Context: an optimization exercise on an open-source flow, tuned for a short achievable clock period, few clock cycles and low power. The choices shown serve that exercise and are no tape-out recipe. Function was checked by simulation only, so behaviour that the tests miss may differ from the original. No activity file was given, so power comes from the tool's default toggle rates.

==> inputs of run K <==
==> flow/design.v <==
module pfx_add #(parameter N = 32, parameter L = 5) (a, b, ci, s, co);
  input  [N-1:0] a, b;
  input          ci;
  output [N-1:0] s;
  output         co;
  wire [N-1:0] g [0:L];
  wire [N-1:0] p [0:L];
  wire [N-1:0] x = a ^ b;
  assign g[0] = (a & b) | {{(N-1){1'b0}}, x[0] & ci};
  assign p[0] = x;
  genvar k, i;
  generate
    for (k = 0; k < L; k = k + 1) begin : lvl
      for (i = 0; i < N; i = i + 1) begin : col
        if (i >= (1 << k)) begin : op
          assign g[k+1][i] = g[k][i] | (p[k][i] & g[k][i - (1 << k)]);
          assign p[k+1][i] = p[k][i] & p[k][i - (1 << k)];
        end else begin : pass
          assign g[k+1][i] = g[k][i];
          assign p[k+1][i] = p[k][i];
        end
      end
    end
  endgenerate
  assign s  = x ^ {g[L][N-2:0], ci};
  assign co = g[L][N-1];
endmodule
module reg_file (clk, rst, we, wa, wd, ra1, ra2, rd1, rd2);
  input clk, rst, we;
  input [4:0] wa, ra1, ra2;
  input [31:0] wd;
  output [31:0] rd1, rd2;
  wire [32*32-1:0] q;
  reg  [31:1] v;
  wire [31:0] val = {v, 1'b0};
  assign q[31:0] = 32'd0;
  genvar g;
  generate
    for (g = 1; g < 32; g = g + 1) begin : R
      reg [31:0] d;
      always @(posedge clk)
        if (we && wa == g) d <= wd;
      assign q[g*32 +: 32] = d;
    end
  endgenerate
  always @(posedge clk) begin
    if (rst) v <= 31'd0;
    else if (we && wa != 5'd0) v[wa] <= 1'b1;
  end
  assign rd1 = q[ra1*32 +: 32] & {32{val[ra1]}};
  assign rd2 = q[ra2*32 +: 32] & {32{val[ra2]}};
endmodule
module mips_multi_cycle (rst, clk, memwrite, memread, adr, inst, writedata);
  input rst, clk;
  output [31:0] adr, writedata;
  input [31:0] inst;
  output memread, memwrite;
  reg [10:0] seq_r;               
  reg [10:0] tgt_r;               
  reg [10:0] ea_r;                
  reg        s_seq, s_tgt, s_ea;
  reg        mc;                  
  reg        mw;                  
  wire [10:0] cur = ({11{s_seq}} & seq_r) | ({11{s_tgt}} & tgt_r) | ({11{s_ea}} & ea_r);
  reg        xv;                  
  reg        x_lw;                
  reg [31:0] A;                   
  reg [31:0] B;                   
  reg        x_sub, x_and, x_or, x_slt;
  reg [4:0]  x_wa;                
  wire [31:0] s;
  wire        co;
  pfx_add #(32, 5) ADD(.a(A), .b(B), .ci(x_sub), .s(s), .co(co));
  wire [31:0] y  = x_and ? (A & B) :
                   x_or  ? (A | B) :
                   x_slt ? {31'd0, ~co} : s;
  wire        we = xv | (mc & x_lw);
  wire [31:0] wd = mc ? inst : y;
  wire [5:0] op = inst[31:26];
  wire [4:0] rs = inst[25:21];
  wire [4:0] rt = inst[20:16];
  wire [4:0] rd = inst[15:11];
  wire [5:0] fn = inst[5:0];
  wire [15:0] imm = inst[15:0];
  wire is_r    = (op == 6'h00);
  wire is_addi = (op == 6'h09);
  wire is_slti = (op == 6'h0A);
  wire is_lw   = (op == 6'h23);
  wire is_sw   = (op == 6'h2B);
  wire is_beq  = (op == 6'h04);
  wire is_j    = (op == 6'h02);
  wire is_jal  = (op == 6'h03);
  wire is_jr   = (op == 6'h06);
  wire f_add = (fn == 6'h20);
  wire f_sub = (fn == 6'h23);
  wire f_or  = (fn == 6'h25);
  wire f_slt = (fn == 6'h2A);
  wire use_imm = is_addi | is_slti;
  wire [4:0] nwa = is_r ? rd : (is_jal ? 5'd31 : rt);
  wire alu_we = (is_r | is_addi | is_slti | is_jal) & (nwa != 5'd0);
  wire [31:0] rv1, rv2;
  reg_file RF(.clk(clk), .rst(rst), .we(we), .wa(x_wa), .wd(wd),
              .ra1(rs), .ra2(rt), .rd1(rv1), .rd2(rv2));
  wire hz_rs = xv & (x_wa == rs);
  wire hz_rt = xv & (x_wa == rt);
  wire [31:0] a = hz_rs ? y : rv1;
  wire [31:0] b = hz_rt ? y : rv2;
  wire [11:0] pc4 = {1'b0, cur} + 12'd1;
  wire [12:0] ea;
  wire [10:0] btgt;
  pfx_add #(13, 4) EA(.a(a[12:0]), .b(imm[12:0] & {13{~is_jr}}), .ci(1'b0), .s(ea), .co());
  pfx_add #(11, 4) BT(.a(pc4[10:0]), .b(imm[10:0]), .ci(1'b0), .s(btgt), .co());
  wire        eq  = (a == b);
  wire        n_ea  = is_lw | is_sw | is_jr;
  wire        n_tgt = is_j | is_jal | (is_beq & eq);
  wire [31:0] na = is_jal ? 32'd0 : a;
  wire [31:0] nb = use_imm ? {{16{imm[15]}}, imm} :
                   is_jal  ? {18'd0, pc4, 2'b00} : b;
  wire        nsub = (is_r & (f_sub | f_slt)) | is_slti;
  wire go = ~mc;                  
  always @(posedge clk) begin
    if (go) begin
      A     <= na;
      B     <= nb ^ {32{nsub}};
      x_sub <= nsub;
      x_and <= is_r & ~(f_add | f_sub | f_or | f_slt);
      x_or  <= is_r & f_or;
      x_slt <= (is_r & f_slt) | is_slti;
      x_wa  <= nwa;
      x_lw  <= is_lw & (rt != 5'd0);
      tgt_r <= (is_j | is_jal) ? inst[10:0] : btgt;
      ea_r  <= ea[12:2];
    end
    if (rst) begin
      seq_r <= 11'd0;
      s_seq <= 1'b1;
      s_tgt <= 1'b0;
      s_ea  <= 1'b0;
      mc    <= 1'b0;
      mw    <= 1'b0;
      xv    <= 1'b0;
    end else if (mc) begin
      s_seq <= 1'b1;
      s_tgt <= 1'b0;
      s_ea  <= 1'b0;
      mc    <= 1'b0;
      mw    <= 1'b0;
      xv    <= 1'b0;
    end else begin
      seq_r <= pc4[10:0];
      s_seq <= ~(n_ea | n_tgt);
      s_tgt <= n_tgt;
      s_ea  <= n_ea;
      mc    <= is_lw | is_sw;
      mw    <= is_sw;
      xv    <= alu_we;
    end
  end
  assign memwrite  = mw;
  assign memread   = ~mw;
  assign adr       = {19'd0, cur, 2'b00};
  assign writedata = B;             
endmodule
==> flow/run.sh <==
#!/bin/bash
# synth_recipe.tcl (not shown) runs the flow's synth.tcl, then flattens the netlist and writes it again
# the make line also repeats each setting of config.mk as NAME=value (left out here)
make -C /OpenROAD-flow-scripts/flow DESIGN_CONFIG=/design/flow/config.mk WORK_HOME=/design/flow/orfs CLKGATE_MAP_FILE= SYNTH_SCRIPT=/design/flow/synth_recipe.tcl finish
==> flow/config.mk <==
export PLATFORM = sky130hd
export DESIGN_NAME = mips_multi_cycle
export DESIGN_NICKNAME = mips_multi_cycle
export VERILOG_FILES = /design/flow/design.v
export SDC_FILE = /design/flow/constraint.sdc
export NUM_CORES = 4
export LEC_CHECK = 0
export CAP_MARGIN = 20
export CORE_MARGIN = 2
export CORE_UTILIZATION = 40
export PLACE_DENSITY = 0.6
export SETUP_SLACK_MARGIN = 4
export SLEW_MARGIN = 20
==> flow/constraint.sdc <==
create_clock -name core_clock -period 7.5 [get_ports {clk}]
set_input_delay 1.5000 -clock core_clock [delete_from_list [all_inputs] [get_ports {clk}]]
set_output_delay 1.5000 -clock core_clock [all_outputs]
set_load 0.01 [all_outputs]
==> inputs of run B, as changes to run K <==
==> flow/design.v (replaced) <==
module pfx_add #(parameter N = 32, parameter L = 5) (a, b, ci, s, co);
  input  [N-1:0] a, b;
  input          ci;
  output [N-1:0] s;
  output         co;
  wire [N-1:0] g [0:L];
  wire [N-1:0] p [0:L];
  wire [N-1:0] x = a ^ b;
  assign g[0] = (a & b) | {{(N-1){1'b0}}, x[0] & ci};
  assign p[0] = x;
  genvar k, i;
  generate
    for (k = 0; k < L; k = k + 1) begin : lvl
      for (i = 0; i < N; i = i + 1) begin : col
        if (i >= (1 << k)) begin : op
          assign g[k+1][i] = g[k][i] | (p[k][i] & g[k][i - (1 << k)]);
          assign p[k+1][i] = p[k][i] & p[k][i - (1 << k)];
        end else begin : pass
          assign g[k+1][i] = g[k][i];
          assign p[k+1][i] = p[k][i];
        end
      end
    end
  endgenerate
  assign s  = x ^ {g[L][N-2:0], ci};
  assign co = g[L][N-1];
endmodule
module reg_file (clk, rst, we, wa, wd, ra1, ra2, k1, k2, rd1, rd2);
  input clk, rst, we;
  input [4:0] wa, ra1, ra2;
  input k1, k2;
  input [31:0] wd;
  output [31:0] rd1, rd2;
  wire [32*32-1:0] q;
  assign q[31:0] = 32'd0;
  genvar g;
  generate
    for (g = 1; g < 32; g = g + 1) begin : R
      reg [31:0] d;
      always @(posedge clk)
        if (rst) d <= 32'd0;
        else if (we && wa == g) d <= wd;
      assign q[g*32 +: 32] = d;
    end
  endgenerate
  assign rd1 = k1 ? 32'd0 : q[ra1*32 +: 32];
  assign rd2 = k2 ? 32'd0 : q[ra2*32 +: 32];
endmodule
module mips_multi_cycle (rst, clk, memwrite, memread, adr, inst, writedata);
  input rst, clk;
  output [31:0] adr, writedata;
  input [31:0] inst;
  output memread, memwrite;
  reg [31:0] A;                   
  reg [31:0] B;                   
  reg        x_sub, x_and, x_or, x_slt, x_link;
  reg [4:0]  x_wa;                
  reg [7:0]  eqp;                 
  reg [10:0] ea_hi;               
  reg [6:0]  ea_lo;               
  reg        ea_c;                
  reg [10:0] btgt;                
  reg [10:0] j_tgt;               
  reg        xv;                  
  reg        s_lw;                
  reg        s_mem;               
  reg        mw;                  
  reg        s_ea;                
  reg        s_j;                 
  reg        s_beq;               
  reg        s_seq;               
  reg [11:0] pcn;                 
  wire [31:0] s;
  wire        co;
  pfx_add #(32, 5) ADD(.a(A), .b(B), .ci(x_sub), .s(s), .co(co));
  wire [31:0] y  = x_and  ? (A & B) :
                   x_or   ? (A | B) :
                   x_slt  ? {31'd0, ~co} :
                   x_link ? {18'd0, pcn, 2'b00} : s;
  wire        we = xv | s_lw;
  wire [31:0] wd = s_mem ? inst : y;
  wire [3:0] ea_h0, ea_h1;
  pfx_add #(4, 2) EA0(.a(A[12:9]), .b(ea_hi[10:7]), .ci(1'b0), .s(ea_h0), .co());
  pfx_add #(4, 2) EA1(.a(A[12:9]), .b(ea_hi[10:7]), .ci(1'b1), .s(ea_h1), .co());
  wire [10:0] ea = {ea_c ? ea_h1 : ea_h0, ea_lo};
  wire        eq = &eqp;
  wire        tk = s_beq & eq;
  wire [10:0] cur = ({11{s_ea}} & ea) | ({11{s_j}} & j_tgt) | ({11{tk}} & btgt) |
                    ({11{s_seq | (s_beq & ~eq)}} & pcn[10:0]);
  wire [5:0] op = inst[31:26];
  wire [4:0] rs = inst[25:21];
  wire [4:0] rt = inst[20:16];
  wire [4:0] rd = inst[15:11];
  wire [5:0] fn = inst[5:0];
  wire [15:0] imm = inst[15:0];
  wire is_r    = (op == 6'h00);
  wire is_addi = (op == 6'h09);
  wire is_slti = (op == 6'h0A);
  wire is_lw   = (op == 6'h23);
  wire is_sw   = (op == 6'h2B);
  wire is_beq  = (op == 6'h04);
  wire is_j    = (op == 6'h02);
  wire is_jal  = (op == 6'h03);
  wire is_jr   = (op == 6'h06);
  wire f_add = (fn == 6'h20);
  wire f_sub = (fn == 6'h23);
  wire f_or  = (fn == 6'h25);
  wire f_slt = (fn == 6'h2A);
  wire use_imm = is_addi | is_slti;
  wire [4:0] nwa = is_r ? rd : (is_jal ? 5'd31 : rt);
  wire alu_we = (is_r | is_addi | is_slti | is_jal) & (nwa != 5'd0);
  wire hz_rs = xv & (x_wa == rs);
  wire hz_rt = xv & (x_wa == rt);
  wire [31:0] rv1, rv2;
  reg_file RF(.clk(clk), .rst(rst), .we(we), .wa(x_wa), .wd(wd),
              .ra1(rs), .ra2(rt), .k1(hz_rs), .k2(hz_rt), .rd1(rv1), .rd2(rv2));
  wire [31:0] a = rv1 | (y & {32{hz_rs}});
  wire [31:0] b = rv2 | (y & {32{hz_rt}});
  wire [31:0] d = a ^ b;
  wire [7:0]  neqp;
  genvar gi;
  generate
    for (gi = 0; gi < 8; gi = gi + 1) begin : EQ
      assign neqp[gi] = ~|d[gi*4 +: 4];
    end
  endgenerate
  wire [12:0] off = imm[12:0] & {13{~is_jr}};
  wire [9:0]  lo = {1'b0, a[8:0]} + {1'b0, off[8:0]};
  wire [11:0] pc4 = {1'b0, cur} + 12'd1;
  wire [10:0] nbt;
  pfx_add #(11, 4) BT(.a(cur), .b(imm[10:0]), .ci(1'b1), .s(nbt), .co());
  wire [31:0] nb = use_imm ? {{16{imm[15]}}, imm} : b;
  wire        nsub = (is_r & (f_sub | f_slt)) | is_slti;
  always @(posedge clk) begin
    A      <= is_jal ? 32'd0 : a;
    B      <= nb ^ {32{nsub}};
    x_sub  <= nsub;
    x_and  <= is_r & ~(f_add | f_sub | f_or | f_slt);
    x_or   <= is_r & f_or;
    x_slt  <= (is_r & f_slt) | is_slti;
    x_link <= is_jal;
    x_wa   <= nwa;
    eqp    <= neqp;
    ea_hi  <= off[12:2];
    ea_lo  <= lo[8:2];
    ea_c   <= lo[9];
    btgt   <= nbt;
    j_tgt  <= inst[10:0];
    if (rst) begin
      pcn   <= 12'd0;
      xv    <= 1'b0;
      s_lw  <= 1'b0;
      s_mem <= 1'b0;
      mw    <= 1'b0;
      s_ea  <= 1'b0;
      s_j   <= 1'b0;
      s_beq <= 1'b0;
      s_seq <= 1'b1;
    end else if (s_mem) begin
      xv    <= 1'b0;
      s_lw  <= 1'b0;
      s_mem <= 1'b0;
      mw    <= 1'b0;
      s_ea  <= 1'b0;
      s_j   <= 1'b0;
      s_beq <= 1'b0;
      s_seq <= 1'b1;
    end else begin
      pcn   <= pc4;
      xv    <= alu_we;
      s_lw  <= is_lw & (rt != 5'd0);
      s_mem <= is_lw | is_sw;
      mw    <= is_sw;
      s_ea  <= is_lw | is_sw | is_jr;
      s_j   <= is_j | is_jal;
      s_beq <= is_beq;
      s_seq <= ~(is_lw | is_sw | is_jr | is_j | is_jal | is_beq);
    end
  end
  assign memwrite  = mw;
  assign memread   = ~mw;
  assign adr       = {19'd0, cur, 2'b00};
  assign writedata = B;             
endmodule
- CTS_CLUSTER_DIAMETER: not set -> 100
- CTS_CLUSTER_SIZE: not set -> 24
==> notes <==
Run K finished clean. Run B finished but failed the layout checks on max-capacitance violations, max-slew violations. Of run K and run B, run K has the higher sequential share of layout area (gap 15 points). Between run K and run B, the lower critical path depth is in run B (gap 7). Between run B and run K, the lower sequential power is in run B (gap 17%, measured against run K). Against run K, the design area of run B is smaller by about 1.6%. In run K the total power is higher than in run B, by about 33%. Against run B, the area after synthesis of run K is lower by 1.1%. Between run K and run B, the lower worst hold slack is in run K (gap 0.013 ns). Of run K and run B, run K has the higher combinational power (gap 11%, measured against run B).
Testbench counts of run K, summed over its fixed seeds: cycles 64,912.
Testbench counts of run B, summed over its fixed seeds: cycles 64,912.

-- static timing again, ports no longer ideal --
No port has a modelled driver above. Below, the same layouts with a new extraction and two added sets of constraints. Step 1 assumes that a clkbuf_16 drives the clock port and a buf_2 every other input. Step 2 adds t to the input delays and takes it off the output delays; t is the mean of the earliest and latest rising clock arrival at the registers after step 1. Input paths then give back, and output paths get back, about the clock's delay inside the block. Slacks: no drivers / after step 1 / after step 2; pairs: no drivers / after step 1.
| run | t, ns | setup slack, ns | worst data-port slew with drivers (ns) |
|---|---|---|---|
| run K | 0.825 | 3.010 / 2.594 / 1.769 | 0.62 |
| run B | 0.822 | 3.380 / 3.255 / 2.433 | 0.46 |
For run K, which loses most, drivers alone change the setup slack by -0.416 ns; drivers and shift together by -1.241 ns.
